Source: an optimization exercise on an open RTL-to-GDS flow (aim: small area and a short achievable clock period). Production flows keep margins and buffers that such runs may drop.
The flow treats the clock pin as an ideal source. Dropping or thinning the clock tree relies on that and would not hold on a real chip.

==> run M <==
## adder_top
module adder_top (
    input         clk,
    input  [63:0] a,
    input  [63:0] b,
    input         cin,
    output [63:0] sum,
    output        cout
);
Settings: LEC_CHECK=0, ABC_CLOCK_PERIOD_IN_PS=1500, CAP_MARGIN=20, CORE_MARGIN=2, CORE_UTILIZATION=40, PLACE_DENSITY=0.6, SETUP_SLACK_MARGIN=1.5, SLEW_MARGIN=20, SYNTH_HIERARCHICAL=1; clock period 3.1 ns.
standard.sh (not shown) runs the stock make flow with config.mk's settings and CLKGATE_MAP_FILE= SYNTH_SCRIPT=/design/flow/synth_recipe.tcl, a recipe that flattens the netlist after the stock synthesis.
==> flow/flow/run.sh <==
#!/bin/bash
# Layout: the standard ORFS flow (standard.sh) with two changes:
#  - the input and output ports are buffered by buf_1 (buffer_ports -buffer_cell);
#  - after clock tree synthesis, flow/clocktree.tcl replaces the clock tree with
#    a shallow one: the clock port drives four buffers; three drive the operand
#    registers, the fourth drives the leaf buffers of the result registers.
#    Timing repair then runs after global routing, on the new tree.
# make's full output goes to flow_make.log; each ORFS step logs to orfs/logs/.
set -euo pipefail
here=$(pwd)
bash standard.sh \
  BUFFER_PORTS_ARGS="-buffer_cell sky130_fd_sc_hd__buf_1" \
  SKIP_CTS_REPAIR_TIMING=1 \
  POST_CTS_TCL="$here/flow/clocktree.tcl" \
  finish > flow_make.log 2>&1
==> flow/flow/clocktree.tcl <==
proc ct_env { name default } {
  if { [info exists ::env($name)] && $::env($name) ne "" } { return $::env($name) }
  return $default
}
set in_roots   [ct_env CT_IN_ROOTS 3]
set in_cell    [ct_env CT_IN_CELL sky130_fd_sc_hd__clkbuf_16]
set mid_cell   [ct_env CT_MID_CELL sky130_fd_sc_hd__clkbuf_8]
set out_leaves [ct_env CT_OUT_LEAVES 2]
set out_cell   [ct_env CT_OUT_CELL sky130_fd_sc_hd__clkbuf_16]

set db [ord::get_db]
set block [ord::get_db_block]
set clk_net [[$block findBTerm clk] getNet]

# Walk the clock network: registers' clock pins are sinks; everything else on
# it (CTS buffers and its dummy loads) is removed.
set sinks {}
set old_insts {}
set old_nets {}
set todo [list $clk_net]
while { [llength $todo] } {
  set net [lindex $todo 0]
  set todo [lrange $todo 1 end]
  foreach it [$net getITerms] {
    if { ![$it isInputSignal] } { continue }
    set inst [$it getInst]
    set m [[$inst getMaster] getName]
    if { [string match "*df*" $m] } {
      lappend sinks $it
      continue
    }
    if { ![string match "*buf*" $m] && ![string match "*inv*" $m] } {
      error "unexpected cell $m ([$inst getName]) on the clock network"
    }
    if { [lsearch -exact $old_insts $inst] >= 0 } { continue }
    lappend old_insts $inst
    foreach ot [$inst getITerms] {
      if { [$ot isOutputSignal] && [$ot getNet] ne "NULL" } {
        if { [string match "*inv*" $m] && [llength [[$ot getNet] getITerms]] > 1 } {
          error "inverter [$inst getName] drives a clock net"
        }
        lappend todo [$ot getNet]
        lappend old_nets [$ot getNet]
      }
    }
  }
}
puts "clocktree: [llength $sinks] register clock pins, removing [llength $old_insts] cells and [llength $old_nets] nets"
foreach it $sinks { $it disconnect }
foreach inst $old_insts { odb::dbInst_destroy $inst }
foreach net $old_nets { odb::dbNet_destroy $net }

proc ct_center { it } {
  set b [[$it getInst] getBBox]
  return [list [expr { ([$b xMin] + [$b xMax]) / 2 }] [expr { ([$b yMin] + [$b yMax]) / 2 }]]
}

# k-means clustering of clock pins by position, into k groups of similar size
proc ct_cluster { iterms k } {
  set pts {}
  foreach it $iterms { lappend pts [ct_center $it] }
  set n [llength $pts]
  # start from points spread along a sort by angle around the centroid
  set cx 0; set cy 0
  foreach p $pts { set cx [expr { $cx + [lindex $p 0] }]; set cy [expr { $cy + [lindex $p 1] }] }
  set cx [expr { double($cx) / $n }]; set cy [expr { double($cy) / $n }]
  set order {}
  set i 0
  foreach p $pts {
    lappend order [list $i [expr { atan2([lindex $p 1] - $cy, [lindex $p 0] - $cx) }]]
    incr i
  }
  set order [lsort -real -index 1 $order]
  set cap [expr { int(ceil(double($n) / $k)) }]
  set assign [lrepeat $n 0]
  set i 0
  foreach o $order {
    lset assign [lindex $o 0] [expr { $i / $cap }]
    incr i
  }
  for { set iter 0 } { $iter < 20 } { incr iter } {
    set sx [lrepeat $k 0.0]; set sy [lrepeat $k 0.0]; set sn [lrepeat $k 0]
    for { set i 0 } { $i < $n } { incr i } {
      set c [lindex $assign $i]
      lset sx $c [expr { [lindex $sx $c] + [lindex $pts $i 0] }]
      lset sy $c [expr { [lindex $sy $c] + [lindex $pts $i 1] }]
      lset sn $c [expr { [lindex $sn $c] + 1 }]
    }
    set cent {}
    for { set c 0 } { $c < $k } { incr c } {
      set m [expr { max(1, [lindex $sn $c]) }]
      lappend cent [list [expr { [lindex $sx $c] / $m }] [expr { [lindex $sy $c] / $m }]]
    }
    # balanced assignment: points in order of their best distance, capped per cluster
    set cand {}
    for { set i 0 } { $i < $n } { incr i } {
      for { set c 0 } { $c < $k } { incr c } {
        set d [expr { abs([lindex $pts $i 0] - [lindex $cent $c 0]) + abs([lindex $pts $i 1] - [lindex $cent $c 1]) }]
        lappend cand [list $i $c $d]
      }
    }
    set cand [lsort -real -index 2 $cand]
    set done [lrepeat $n 0]
    set cnt [lrepeat $k 0]
    foreach e $cand {
      lassign $e i c d
      if { [lindex $done $i] || [lindex $cnt $c] >= $cap } { continue }
      lset assign $i $c
      lset done $i 1
      lset cnt $c [expr { [lindex $cnt $c] + 1 }]
    }
  }
  set groups {}
  for { set c 0 } { $c < $k } { incr c } { lappend groups {} }
  for { set i 0 } { $i < $n } { incr i } {
    set c [lindex $assign $i]
    lset groups $c [concat [lindex $groups $c] [list [lindex $iterms $i]]]
  }
  return $groups
}

set ct_count 0
# a buffer of master cell driving a new net, placed at (x, y), input on net in_net
proc ct_buffer { cell in_net x y } {
  global db block ct_count
  set master [$db findMaster $cell]
  if { $master eq "NULL" } { error "no cell $cell" }
  set inst [odb::dbInst_create $block $master "clktree_buf_$ct_count"]
  set net [odb::dbNet_create $block "clktree_net_$ct_count"]
  incr ct_count
  $net setSigType CLOCK
  set w [$master getWidth]
  set h [$master getHeight]
  $inst setLocation [expr { int($x - $w / 2) }] [expr { int($y - $h / 2) }]
  $inst setPlacementStatus PLACED
  foreach it [$inst getITerms] {
    if { [$it isInputSignal] } { $it connect $in_net }
    if { [$it isOutputSignal] } { $it connect $net }
  }
  return $net
}

proc ct_centroid { iterms } {
  set sx 0; set sy 0
  foreach it $iterms {
    lassign [ct_center $it] x y
    set sx [expr { $sx + $x }]; set sy [expr { $sy + $y }]
  }
  set n [llength $iterms]
  return [list [expr { $sx / $n }] [expr { $sy / $n }]]
}

set in_sinks {}
set out_sinks {}
foreach it $sinks {
  set n [[$it getInst] getName]
  if { [string match "sum_q*" $n] || [string match "cout_q*" $n] } {
    lappend out_sinks $it
  } else {
    lappend in_sinks $it
  }
}

foreach g [ct_cluster $in_sinks $in_roots] {
  lassign [ct_centroid $g] x y
  set net [ct_buffer $in_cell $clk_net $x $y]
  foreach it $g { $it connect $net }
  puts "clocktree: $in_cell at ([expr {$x/1000.0}], [expr {$y/1000.0}]) drives [llength $g] operand registers"
}
set out_groups [ct_cluster $out_sinks $out_leaves]
lassign [ct_centroid $out_sinks] x y
set mid_net [ct_buffer $mid_cell $clk_net $x $y]
puts "clocktree: $mid_cell at ([expr {$x/1000.0}], [expr {$y/1000.0}]) drives $out_leaves leaf buffers"
foreach g $out_groups {
  lassign [ct_centroid $g] x y
  set net [ct_buffer $out_cell $mid_net $x $y]
  foreach it $g { $it connect $net }
  puts "clocktree: $out_cell at ([expr {$x/1000.0}], [expr {$y/1000.0}]) drives [llength $g] result registers"
}

global_connect
detailed_placement
check_placement -verbose
estimate_parasitics -placement
report_clock_skew
report_clock_latency
report_checks -path_delay max -digits 3
report_checks -path_delay max -to [all_outputs] -digits 3
report_worst_slack -max
report_worst_slack -min
==> inputs of run Y, as changes to run M <==
==> flow/flow/run.sh (replaced) <==
#!/bin/bash
# Layout: the standard ORFS flow (standard.sh) with two changes:
#  - the input and output ports are buffered by buf_1 (buffer_ports -buffer_cell);
#  - after clock tree synthesis, flow/clocktree.tcl replaces the clock tree with
#    a two-level one (see its header); timing repair then runs after global
#    routing, on the new tree.
# make's full output goes to flow_make.log; each ORFS step logs to orfs/logs/.
set -euo pipefail
here=$(pwd)
bash standard.sh \
  BUFFER_PORTS_ARGS="-buffer_cell sky130_fd_sc_hd__buf_1" \
  SKIP_CTS_REPAIR_TIMING=1 \
  POST_CTS_TCL="$here/flow/clocktree.tcl" \
  finish > flow_make.log 2>&1
--- a/flow/flow/clocktree.tcl
+++ b/flow/flow/clocktree.tcl
@@ -4,8 +4,20 @@
 }
 set in_roots   [ct_env CT_IN_ROOTS 3]
+set in_leaves  [ct_env CT_IN_LEAVES 9]
 set in_cell    [ct_env CT_IN_CELL sky130_fd_sc_hd__clkbuf_16]
+set in_leaf_cell [ct_env CT_IN_LEAF_CELL sky130_fd_sc_hd__clkbuf_16]
 set mid_cell   [ct_env CT_MID_CELL sky130_fd_sc_hd__clkbuf_8]
-set out_leaves [ct_env CT_OUT_LEAVES 2]
+set out_leaves [ct_env CT_OUT_LEAVES 4]
 set out_cell   [ct_env CT_OUT_CELL sky130_fd_sc_hd__clkbuf_16]
+
+# signal (or clock) input and output pins, leaving out the supply pins
+proc ct_in { it } {
+  set mt [$it getMTerm]
+  return [expr { [$mt getSigType] in {SIGNAL CLOCK} && [$mt getIoType] eq "INPUT" }]
+}
+proc ct_out { it } {
+  set mt [$it getMTerm]
+  return [expr { [$mt getSigType] in {SIGNAL CLOCK} && [$mt getIoType] eq "OUTPUT" }]
+}
 
 set db [ord::get_db]
@@ -23,5 +35,5 @@
   set todo [lrange $todo 1 end]
   foreach it [$net getITerms] {
-    if { ![$it isInputSignal] } { continue }
+    if { ![ct_in $it] } { continue }
     set inst [$it getInst]
     set m [[$inst getMaster] getName]
@@ -36,5 +48,5 @@
     lappend old_insts $inst
     foreach ot [$inst getITerms] {
-      if { [$ot isOutputSignal] && [$ot getNet] ne "NULL" } {
+      if { [ct_out $ot] && [$ot getNet] ne "NULL" } {
         if { [string match "*inv*" $m] && [llength [[$ot getNet] getITerms]] > 1 } {
           error "inverter [$inst getName] drives a clock net"
@@ -120,13 +132,15 @@
 }
 
-set ct_count 0
+set ::ct_count 0
 # a buffer of master cell driving a new net, placed at (x, y), input on net in_net
 proc ct_buffer { cell in_net x y } {
-  global db block ct_count
+  set db [ord::get_db]
+  set block [ord::get_db_block]
   set master [$db findMaster $cell]
   if { $master eq "NULL" } { error "no cell $cell" }
-  set inst [odb::dbInst_create $block $master "clktree_buf_$ct_count"]
-  set net [odb::dbNet_create $block "clktree_net_$ct_count"]
-  incr ct_count
+  set inst [odb::dbInst_create $block $master "clktree_buf_$::ct_count"]
+  set ::ct_last_inst $inst
+  set net [odb::dbNet_create $block "clktree_net_$::ct_count"]
+  incr ::ct_count
   $net setSigType CLOCK
   set w [$master getWidth]
@@ -135,6 +149,6 @@
   $inst setPlacementStatus PLACED
   foreach it [$inst getITerms] {
-    if { [$it isInputSignal] } { $it connect $in_net }
-    if { [$it isOutputSignal] } { $it connect $net }
+    if { [ct_in $it] } { $it connect $in_net }
+    if { [ct_out $it] } { $it connect $net }
   }
   return $net
@@ -162,20 +176,40 @@
 }
 
-foreach g [ct_cluster $in_sinks $in_roots] {
-  lassign [ct_centroid $g] x y
-  set net [ct_buffer $in_cell $clk_net $x $y]
-  foreach it $g { $it connect $net }
-  puts "clocktree: $in_cell at ([expr {$x/1000.0}], [expr {$y/1000.0}]) drives [llength $g] operand registers"
-}
-set out_groups [ct_cluster $out_sinks $out_leaves]
-lassign [ct_centroid $out_sinks] x y
-set mid_net [ct_buffer $mid_cell $clk_net $x $y]
-puts "clocktree: $mid_cell at ([expr {$x/1000.0}], [expr {$y/1000.0}]) drives $out_leaves leaf buffers"
-foreach g $out_groups {
-  lassign [ct_centroid $g] x y
-  set net [ct_buffer $out_cell $mid_net $x $y]
-  foreach it $g { $it connect $net }
-  puts "clocktree: $out_cell at ([expr {$x/1000.0}], [expr {$y/1000.0}]) drives [llength $g] result registers"
-}
+# leaf buffers on clusters of registers; their input pins, clustered again, go
+# to the root buffers.  Returns the leaf buffers' input pins.
+proc ct_leaves { regs nleaves cell what } {
+  set pins {}
+  foreach g [ct_cluster $regs $nleaves] {
+    lassign [ct_centroid $g] x y
+    set net [odb::dbNet_create [ord::get_db_block] "clktree_tmp_$::ct_count"]
+    set leafnet [ct_buffer $cell $net $x $y]
+    foreach it $g { $it connect $leafnet }
+    set inst $::ct_last_inst
+    foreach it [$inst getITerms] {
+      if { [ct_in $it] } { lappend pins $it }
+    }
+    puts "clocktree: $cell at ([expr {$x/1000.0}], [expr {$y/1000.0}]) drives [llength $g] $what registers"
+  }
+  return $pins
+}
+proc ct_drive { pins cell in_net } {
+  lassign [ct_centroid $pins] x y
+  set net [ct_buffer $cell $in_net $x $y]
+  foreach it $pins {
+    set old [$it getNet]
+    $it disconnect
+    if { $old ne "NULL" && [llength [$old getITerms]] == 0 } { odb::dbNet_destroy $old }
+    $it connect $net
+  }
+  puts "clocktree: $cell at ([expr {$x/1000.0}], [expr {$y/1000.0}]) drives [llength $pins] buffers"
+  return $net
+}
+
+set in_leaf_pins [ct_leaves $in_sinks $in_leaves $in_leaf_cell operand]
+foreach g [ct_cluster $in_leaf_pins $in_roots] {
+  ct_drive $g $in_cell $clk_net
+}
+set out_leaf_pins [ct_leaves $out_sinks $out_leaves $out_cell result]
+ct_drive $out_leaf_pins $mid_cell $clk_net
 
 global_connect
- PLACE_DENSITY: 0.6 -> 0.85
- SETUP_SLACK_MARGIN: 1.5 -> 1.4
==> flow_summary_export.csv <==
group,metric,value,unit
logic_synthesis,synth-compound-area-share,19.8,%
logic_synthesis,synth_top_family_by_area,"simple AND/OR/NAND/NOR gates",
outcome,lastStage,"4_1_cts",
place,pre_cts_slack,0.919,ns
place,post-dp-hpwl,14100,um
die,io-pin-count,195,
outcome,error,"Error: cts.tcl, 90 can't read \"db\": no such variable",
logic_synthesis,synth_fa_ha_area_share,0,%
place,placedInstanceArea,9040,sq um
outcome,status,"did not finish",
place,gp_congestion,0.843,
# the run above: run M

==> flow_summary_export.csv <==
group,metric,value,unit
outcome,status,"timing/DRC/antenna clean",
logic_synthesis,synth_top_family_by_area,"simple AND/OR/NAND/NOR gates",
place,pre_cts_slack,0.849,ns
logic_synthesis,synth_fa_ha_area_share,0,%
logic_synthesis,synth-compound-area-share,19.8,%
die,io-pin-count,195,
place,gp_congestion,0.861,
# the run above: run Y

No run of this note included a check of the RTL's function; only the layout flow was run. In run Y the design's own scripts or RTL, not TritonCTS, make the clock network.

[what the ideal ports hide]
How much do the figures lean on ideal ports? The routed layout below was timed once more, with nothing changed but the port constraints. Step 1: set_driving_cell puts a clkbuf_16 on clk and a buf_2 on each other input, an assumption about the parent block. Step 2 times the ports against the registers' clock, not the clock port: input delays grow and output delays shrink by t, the midpoint of the rising clock arrivals with the driver on. Slacks: ideal ports / drivers / drivers and shift; pairs: ideal ports / drivers.
run: run Y
t (ns): 0.404
slack for setup (ns): 1.293 / 1.294 / 1.294
worst setup path at the end: register to register
After both steps setup and hold are still met in run Y. For run Y, drivers alone change the setup slack by +0.001 ns; drivers and shift together by +0.001 ns.
